From an optimization exercise on the open Yosys and OpenROAD flow, aimed at small area; shortcuts taken in it are not production practice.
Only simulation tests tie the RTL to the original design; equivalence was not proved.
Power figures rest on the tool's default switching activity, not on a simulated workload.

== run 1 ==
==> flow/design.v <==
module eclsensor (clk, rst, txd, rxd, ir_tx, ir_rx, led);
	output [11:0] ir_tx;
	input [19:0] ir_rx;
	output led;
	input clk;
	input rst;
	output reg txd;
	input rxd;
	assign led = 1'b0;
	reg [2:0] pre;
	reg [1:0] bdiv;
	reg [5:0] mdiv;
	wire pre_end = pre == 3'd6;
	wire modulation_edge = pre_end && mdiv == 6'd46;
	always @(posedge clk)
		if (rst) begin
			pre <= 3'd0;
			bdiv <= 2'd0;
			mdiv <= 6'd0;
		end else begin
			pre <= pre_end ? 3'd0 : pre + 1'b1;
			if (pre_end) begin
				bdiv <= bdiv + 1'b1;
				mdiv <= (mdiv == 6'd46) ? 6'd0 : mdiv + 1'b1;
			end
		end
	reg baud_edge;
	always @(posedge clk)
		baud_edge <= !rst && pre_end && bdiv == 2'd3;
	reg modulation_state;
	always @(posedge clk)
		if (rst)
			modulation_state <= 1'b0;
		else if (modulation_edge)
			modulation_state <= !modulation_state;
	reg text_busy;
	reg [7:0] cycle_timer;
	wire state_tx_modulating = cycle_timer < 8'd190;
	wire state_tx_end = modulation_edge && cycle_timer == 8'd228;
	always @(posedge clk)
		if (rst)
			cycle_timer <= 8'd0;
		else if (modulation_edge)
			cycle_timer <= (text_busy || state_tx_end) ? 8'd0 : cycle_timer + 1'b1;
	reg [3:0] current_tx;
	always @(posedge clk)
		if (rst)
			current_tx <= 4'd0;
		else if (state_tx_end)
			current_tx <= (current_tx == 4'd11) ? 4'd0 : current_tx + 1'b1;
	reg ir_on;
	always @(posedge clk)
		ir_on <= !rst && state_tx_modulating && !text_busy && modulation_state;
	genvar gi;
	generate
		for (gi = 0; gi < 12; gi = gi + 1) begin: tx_dec
			assign ir_tx[gi] = ir_on && current_tx == gi;
		end
	endgenerate
	reg [3:0] bs;
	reg [6:0] ci;         
	reg [3:0] dreg;       
	wire req = text_busy && bs == 4'd0;
	wire line_end = req && ci == 7'd82;
	wire is_letter = ci == 7'd1;
	wire [3:0] letter_lo = (current_tx == 4'd0) ? 4'd12 : current_tx;
	wire dig_alpha = dreg[3] && (dreg[2] || dreg[1]);
	wire [7:0] ch =
		!text_busy ? 8'h0a :
		is_letter ? {4'h4, letter_lo} :
		dig_alpha ? {4'h6, dreg - 4'd9} :
		{4'h3, dreg};
	reg bitval;
	always @(*)
		case (bs)
			4'd1: bitval = 1'b0;
			4'd2: bitval = ch[0];
			4'd3: bitval = ch[1];
			4'd4: bitval = ch[2];
			4'd5: bitval = ch[3];
			4'd6: bitval = ch[4];
			4'd7: bitval = ch[5];
			4'd8: bitval = ch[6];
			4'd9: bitval = ch[7];
			default: bitval = 1'b1;
		endcase
	always @(posedge clk)
		if (rst) begin
			bs <= 4'd0;
			txd <= 1'b0;
		end else begin
			if (baud_edge)
				txd <= !bitval;
			if (req)
				bs <= 4'd1;
			else if (baud_edge && bs != 4'd0)
				bs <= (bs == 4'd10) ? 4'd0 : bs + 1'b1;
		end
	always @(posedge clk)
		if (rst)
			text_busy <= 1'b0;
		else if (!text_busy)
			text_busy <= state_tx_end;
		else if (line_end)
			text_busy <= 1'b0;
	always @(posedge clk)
		if (!text_busy)
			ci <= 7'd0;
		else if (req)
			ci <= ci + 1'b1;
	wire cnt_en = !text_busy && !state_tx_end;
	wire lclr = text_busy && line_end;
	reg [3:0] ptr;
	reg clr;
	wire ptr_end = ptr == 4'd9;
	always @(posedge clk)
		if (rst || lclr) begin
			ptr <= 4'd0;
			clr <= 1'b1;
		end else begin
			ptr <= ptr_end ? 4'd0 : ptr + 1'b1;
			if (ptr_end)
				clr <= 1'b0;
		end
	reg [3:0] lcnt [0:19];
	reg [19:0] flag;
	genvar ri;
	generate
		for (ri = 0; ri < 20; ri = ri + 1) begin: rx
			wire ev = cnt_en && !ir_rx[ri];
			wire svc = ptr == (ri >> 1);
			always @(posedge clk) begin
				if (rst)
					lcnt[ri] <= {3'b000, !ir_rx[ri]};
				else if (lclr)
					lcnt[ri] <= 4'd0;
				else
					lcnt[ri] <= lcnt[ri] + ev;
				flag[ri] <= !rst && ((ev && lcnt[ri] == 4'hf) || (flag[ri] && !svc));
			end
		end
	endgenerate
	reg [11:0] ring_a [0:9];
	reg [11:0] ring_b [0:9];
	wire carry_a = flag[{ptr, 1'b0}];
	wire carry_b = flag[{ptr, 1'b1}];
	integer k;
	always @(posedge clk) begin
		for (k = 0; k < 9; k = k + 1) begin
			ring_a[k] <= ring_a[k + 1];
			ring_b[k] <= ring_b[k + 1];
		end
		ring_a[9] <= clr ? 12'd0 : ring_a[0] + carry_a;
		ring_b[9] <= clr ? 12'd0 : ring_b[0] + carry_b;
	end
	wire [15:0] word = ci[2] ? {ring_b[0], lcnt[{ptr, 1'b1}]} : {ring_a[0], lcnt[{ptr, 1'b0}]};
	reg [3:0] nyb;
	always @(*)
		case (ci[1:0])
			2'd0: nyb = word[15:12];
			2'd1: nyb = word[11:8];
			2'd2: nyb = word[7:4];
			default: nyb = word[3:0];
		endcase
	always @(posedge clk)
		if (text_busy && bs == 4'd10) begin
			if (ci[6] && ci[4])
				dreg <= 4'd0;
			else if (ptr == ci[6:3])
				dreg <= nyb;
		end
endmodule
==> flow/config.mk <==
export PLATFORM = sky130hd
export DESIGN_NAME = eclsensor
export DESIGN_NICKNAME = eclsensor
export VERILOG_FILES = /design/flow/design.v
export SDC_FILE = /design/flow/constraint.sdc
export NUM_CORES = 4
export LEC_CHECK = 0
export CAP_MARGIN = 20
export CORE_MARGIN = 2
export CORE_UTILIZATION = 45
export PLACE_DENSITY = 0.6
export SLEW_MARGIN = 20
==> flow/constraint.sdc <==
create_clock -name core_clock -period 10.0 [get_ports {clk}]
set_input_delay 2.0000 -clock core_clock [delete_from_list [all_inputs] [get_ports {clk}]]
set_output_delay 2.0000 -clock core_clock [all_outputs]
set_load 0.01 [all_outputs]
standard.sh (not shown) runs the stock make flow with config.mk's settings and CLKGATE_MAP_FILE= SYNTH_SCRIPT=/design/flow/synth_recipe.tcl, a recipe that flattens the netlist after the stock synthesis.
==> flow/flow/run.sh <==
#!/bin/bash
# Standard ORFS layout with two changes: clock tree synthesis without dummy
# load cells and with small clock buffers, and the smallest buffer on ports.
set -euo pipefail
export CTS_ARGS="-sink_clustering_enable -repair_clock_nets -dont_use_dummy_load -buf_list sky130_fd_sc_hd__clkbuf_2"
export BUFFER_PORTS_ARGS="-buffer_cell sky130_fd_sc_hd__buf_1"
bash standard.sh > standard.log 2>&1
The following lists how run 2 was set up differently from run 1:
==> flow/run.sh (new file) <==
#!/bin/bash
# synth_recipe.tcl (not shown) runs the flow's synth.tcl, then flattens the netlist and writes it again
# the make line also repeats each setting of config.mk as NAME=value (left out here)
make -C /OpenROAD-flow-scripts/flow DESIGN_CONFIG=/design/flow/config.mk WORK_HOME=/design/flow/orfs CLKGATE_MAP_FILE= SYNTH_SCRIPT=/design/flow/synth_recipe.tcl finish
removed: flow/flow/run.sh
removed: flow/standard.sh
--- outcome ---
From run 1 to run 2 the numbers moved as follows: met1 wire length moved up, power density relative to cell area now sits higher.
Run 2 completed every stage of the flow, and the final layout passed the timing, design-rule and antenna checks.
As far as proportion of synthesized flip-flops having asynchronous set or reset goes, run 2 and run 1 are indistinguishable; the numbers are identical.
[compare] base=run 1 new=run 2: fraction of layout cells with a size suffix above 1 went down 2.2 points, share of power burned in combinational logic down 1.0 points.
Run 2 vs run 1 — total power climbed by more than a quarter
Delta (run 2 minus run 1): cell area after placement has increased; cell count has decreased.
For run 3, these inputs were changed with respect to run 2:
==> flow/flow/run.sh (new file) <==
#!/bin/bash
# Standard ORFS layout with these changes: clock tree synthesis without dummy
# load cells and with small clock buffers, the smallest buffer on ports,
# and downsizing of non-critical cells after global routing.
set -euo pipefail
export CTS_ARGS="-sink_clustering_enable -repair_clock_nets -dont_use_dummy_load -buf_list sky130_fd_sc_hd__clkbuf_4 -sink_clustering_size 10 -sink_clustering_max_diameter 40"
export BUFFER_PORTS_ARGS="-buffer_cell sky130_fd_sc_hd__buf_1"
export RECOVER_POWER=100
bash standard.sh > standard.log 2>&1
==> flow/standard.sh (new file) <==
#!/bin/bash
# synth_recipe.tcl (not shown) runs the flow's synth.tcl, then flattens the netlist and writes it again
# the make line also repeats each setting of config.mk as NAME=value (left out here)
make -C /OpenROAD-flow-scripts/flow DESIGN_CONFIG=/design/flow/config.mk WORK_HOME=/design/flow/orfs CLKGATE_MAP_FILE= SYNTH_SCRIPT=/design/flow/synth_recipe.tcl "${@:-finish}"
removed: flow/run.sh
[summary]
- Run 3 completed end to end; final checks failed (max-capacitance violations, max-slew violations).
- Run 3 — largest stage delay on the critical path 1.18 ns higher, run 2 as reference
- Of the two values seen for capturing element of the worst setup path, lcnt[7][2] was produced by run 3 and ir_tx[0] by run 2.
- | hold slack | run 3 vs run 2 | 0.042 ns lower |
- In run 3 relative to run 2, design internal power had gone down by more than a quarter.
Inputs modified between run 3 and run 4:
Settings: CTS_BUF_LIST newly set to sky130_fd_sc_hd__clkbuf_4 sky130_fd_sc_hd__clkbuf_8; CTS_CLUSTER_DIAMETER newly set to 40; PLACE_DENSITY changed from 0.6 to 0.75; CTS_CLUSTER_SIZE newly set to 12; CORE_UTILIZATION changed from 45 to 65.
==> flow/run.sh (new file) <==
#!/bin/bash
# synth_recipe.tcl (not shown) runs the flow's synth.tcl, then flattens the netlist and writes it again
# the make line also repeats each setting of config.mk as NAME=value (left out here)
make -C /OpenROAD-flow-scripts/flow DESIGN_CONFIG=/design/flow/config.mk WORK_HOME=/design/flow/orfs CLKGATE_MAP_FILE= SYNTH_SCRIPT=/design/flow/synth_recipe.tcl finish
removed: flow/flow/run.sh
removed: flow/standard.sh
Results
Run 4 closes out successfully: all stages finished, all timing, DRC and antenna checks passed.
Compare run 4 and run 3 | number of cells in the finished layout apart from fillers higher: run 3
Run 4 vs. run 3: number of max-slew violations in the final report decreased 134; power share of the combinational group decreased 0.2 points; final layout net count decreased 7.

port drivers added, routing unchanged:
The results above use ideal ports. As a check the final layouts listed here were re-extracted and re-timed, cells and wires unchanged. Step 1 sets driving cells, clkbuf_16 on the clock port and buf_2 on the other inputs (assumed; they add their load-dependent delay and slew). Step 2 moves the port delays by t, midway between the first and last clock arrival at a register: inputs arrive t later, outputs are due t later. That takes back most of the time a late clock gives input paths. Slacks: ideal / step 1 / step 2; pairs: ideal / step 1.
run | t (ns) | setup WS [ns] | latest minus earliest clock arrival (ns) | worst data-port slew with drivers (ns) | cell pins on the clock port's net
run 1 | 0.854 | 6.089 / 6.045 / 6.265 | 0.140 / 0.140 | 0.07 | 1
run 2 | 0.579 | 5.920 / 5.869 / 6.320 | 0.023 / 0.023 | 0.06 | 1
run 3 | 0.693 | 4.716 / 4.737 / 4.045 | 0.096 / 0.097 | 0.07 | 1
run 4 | 0.607 | 5.883 / 5.836 / 6.323 | 0.022 / 0.022 | 0.06 | 1
For run 3, which loses most, drivers alone change the setup slack by +0.021 ns; drivers and shift together by -0.671 ns.
